Context: an optimization exercise on an open-source flow, tuned for small area, a short achievable clock period and few clock cycles. The choices shown serve that exercise and are no tape-out recipe.
In this exercise RTL edits were held to simulation tests only and were not proved equivalent to the original.
Power figures rest on the tool's default switching activity, not on a simulated workload.

v6:
## JAM
module JAM (
    input CLK,
    input RST,
    output reg [2:0] W,
    output reg [2:0] J,
    input [6:0] Cost,
    output reg [3:0] MatchCount,
    output reg [9:0] MinCost,
    output Valid
);
make LEC_CHECK=0 CAP_MARGIN=20 CORE_MARGIN=2 CORE_UTILIZATION=40 SLEW_MARGIN=20 finish   # period 4.0 ns
run.sh (not shown) runs the stock make flow with config.mk's settings and CLKGATE_MAP_FILE= SYNTH_SCRIPT=/design/flow/synth_recipe.tcl, a recipe that flattens the netlist after the stock synthesis.
Testbench counts of v6, summed over its fixed seeds: cycles 2,343.
For v7, these inputs were changed with respect to v6:
diff --git a/flow/design.v b/flow/design.v
--- a/flow/design.v
+++ b/flow/design.v
@@ -53,14 +53,13 @@
     reg [7:0] vpnC;
     reg [2:0] jC;
     reg [2:0] fuC;
     reg [7:0] best;
     reg [2:0] j1;
     reg [2:0] p1;
-    reg [8:0] nvpcb;              
-    reg [7:0] vpcb;               
+    reg [7:0] vpb;                
     reg [2:0] fu1;
     reg [55:0] T;
     reg [7:0] F;
     reg [7:0] cnt, S;
     reg [7:0] tbr;                
     reg lastr, par;
@@ -101,13 +100,13 @@
     wire [7:0] unusedB = (rootB ? 8'hFF : ~used) & ~(8'd1 << jB);
     wire betterC = vC & (nmC < best);
     wire lastC = vC & ~vB;
     wire [2:0] j1f = betterC ? jC : j1;
     wire [7:0] nused = used | (8'd1 << j1);
     wire [7:0] rest1 = ~nused & ~(8'd1 << fu1);
-    wire [8:0] Kn = nvpcb - {2'b00, Cost};
+    wire [8:0] Kn = {1'b0, best} - {vpb[7], vpb} - {2'b00, Cost};
     wire [2:0] way1 = way[j1];
     wire [63:0] Tc;
     genvar gk, gj;
     generate
         for (gk = 0; gk < 8; gk = gk + 1) begin : trow
             for (gj = 0; gj < 8; gj = gj + 1) begin : tcol
@@ -243,14 +242,13 @@
                 if (!tfirst) T <= {(wrK == xk), T[55:1]};
             end
             if (betterC) begin
                 best <= nmC;
                 j1 <= jC;
                 p1 <= pC;
-                nvpcb <= {1'b0, nmC} - {vpnC[7], vpnC};
-                vpcb <= vpnC - nmC;
+                vpb <= vpnC;
                 fu1 <= fuC;
             end
             if (doP) begin
                 vpA <= vpP;
                 adA <= addP;
                 mvA <= mv[Jn];
@@ -270,13 +268,13 @@
                     end
                 end
                 S_SEL: begin
                     best <= 8'hFF;
                     if (matched[j1]) begin
                         used <= nused;
-                        vp[j1] <= vpcb;
+                        vp[j1] <= vpb - best;
                         K <= Kn;
                         root <= 1'b0;
                         j0 <= j1;
                         vpA <= vpP;
                         adA <= Kn;
                         mvA <= mv[Jn];
==> run notes <==
- On total wire length after detailed routing, the higher figure sits with v6, not v7.
- Post-route core utilization: v7 vs v6 — no meaningful difference
- v7 ended up with rW as its endpoint of the most critical setup path; v6 ended up with q1[3].
- Compared v7 vs v6, and number of enable flip-flop cells after synthesis is down in v7.
- Clock-buffer cell count down about 15% in v7 wrt v6
- v6 -> v7: number of core rows decreased slightly
- v7: final area is 470 um^2 lower than what v6 reported.
- Cell depth of the worst setup path: v7 vs v6 down 5
- v7: share of power burned in the clock network higher than v6
Testbench counts of v7, summed over its fixed seeds: cycles 2,343.

--- another note on this design; it stands on its own ---

the reference run:
==> flow/design.v (excerpt) <==
module JAM (
    input CLK,
    input RST,
    output reg [2:0] W,
    output reg [2:0] J,
    input [6:0] Cost,
    output reg [3:0] MatchCount,
    output reg [9:0] MinCost,
    output Valid
);
Size: roughly 2700 cells after synthesis, ~600 flip-flops, ~31000 sq um of cells after synthesis.
export LEC_CHECK = 0
export CAP_MARGIN = 20
export CORE_MARGIN = 2
export CORE_UTILIZATION = 40
export SETUP_SLACK_MARGIN = 1.2
export SLEW_MARGIN = 20
create_clock -name core_clock -period 4.0 [get_ports {CLK}]
run.sh (not shown) runs the stock make flow with config.mk's settings and CLKGATE_MAP_FILE= SYNTH_SCRIPT=/design/flow/synth_recipe.tcl, a recipe that flattens the netlist after the stock synthesis.
Testbench counts of the reference run, summed over its fixed seeds: cycles 2,307.
Setup changes, the reference run to the trial run
-- flow/config.mk --
<<< the reference run, line 11
export SETUP_SLACK_MARGIN = 1.2
>>> the trial run, line 11
export SETUP_SLACK_MARGIN = 2.0
[summary]
Worst hold slack ends up higher on the trial run.
Layout buffer count excluding clock buffers up 390% in the trial run wrt the reference run
Diff the reference run -> the trial run | final period utilization | decrease of 4.3 points
Looking at final period demand of the worst path, the trial run sits 0.17 ns below the reference run.
The reference run consumes less power than the trial run.
Per the comparison of the trial run with the reference run, number of cells upsized or downsized after cts now sits higher; buffer count from post-CTS setup fixing now sits higher; power of the sequential group now sits at about the same level.

## Q
JAM again, from the RTL that the note above started with.
clock: 4.0 ns
lec_check: 0
cap_margin: 20
core_margin: 2
core_utilization: 40
setup_slack_margin: 1.45
slew_margin: 20
Q | status: complete | timing, DRC, antenna: pass
Testbench counts of Q, summed over its fixed seeds: cycles 2,307.
The inputs of T differ from those of Q as listed below.
Settings: SETUP_SLACK_MARGIN changed from 1.45 to 1.3.
Findings:
T completed end to end with timing, DRC and antenna clean. Per the comparison of T with Q, global-route wire length before repair fell by 670 um; growth of design area from synthesis to finish fell by 1.9 points; total instance count after detailed placement stayed essentially flat. Clock buffer count in the final layout: T vs Q down about 7%. T vs. Q: final worst-path setup slack increased 0.014 ns; routed wire length -about 0.4%; cell count has decreased. Summary of T over Q: average wire per cell in the routed design saw an increase, latest clock arrival within the worst-skew pair saw little to no change, overall power saw a decrease. When T is set beside Q, its count of TritonRoute iterations in the first routing pass turns out to be 2 smaller.

-- afterwards: timing with drivers on the ports --
No port has a modelled driver above. Below, the same layouts with a new extraction and two added sets of constraints.
Step 1 (the two cells are an assumption about what drives the block):
set clk [get_ports {CLK}]
set_driving_cell -lib_cell sky130_fd_sc_hd__clkbuf_16 $clk
set_driving_cell -lib_cell sky130_fd_sc_hd__buf_2 [delete_from_list [all_inputs] $clk]
Step 2 moves the port delays by t, midway between the first and last clock arrival at a register: inputs arrive t later, outputs are due t later. That takes back most of the time a late clock gives input paths.
a / b / c = ideal / step 1 / step 2; a / b = the first two.
run | t, ns | setup WS [ns] | hold slack, ns
v6 | 0.661 | 0.689 / 0.689 / 0.577 | 0.326 / 0.326 / 0.326
v7 | 0.686 | 0.693 / 0.693 / 0.394 | 0.327 / 0.327 / 0.327
the reference run | 0.682 | 1.242 / 1.224 / 0.674 | 0.305 / 0.305 / 0.305
the trial run | 0.677 | 1.414 / 1.414 / 0.917 | 0.328 / 0.328 / 0.328
Q | 0.676 | 1.318 / 1.318 / 0.849 | 0.327 / 0.327 / 0.327
T | 0.680 | 1.331 / 1.331 / 0.695 | 0.315 / 0.293 / 0.315
After both steps every run listed still meets setup and hold. For T, which loses most, drivers alone change the setup slack by 0.000 ns; drivers and shift together by -0.636 ns.
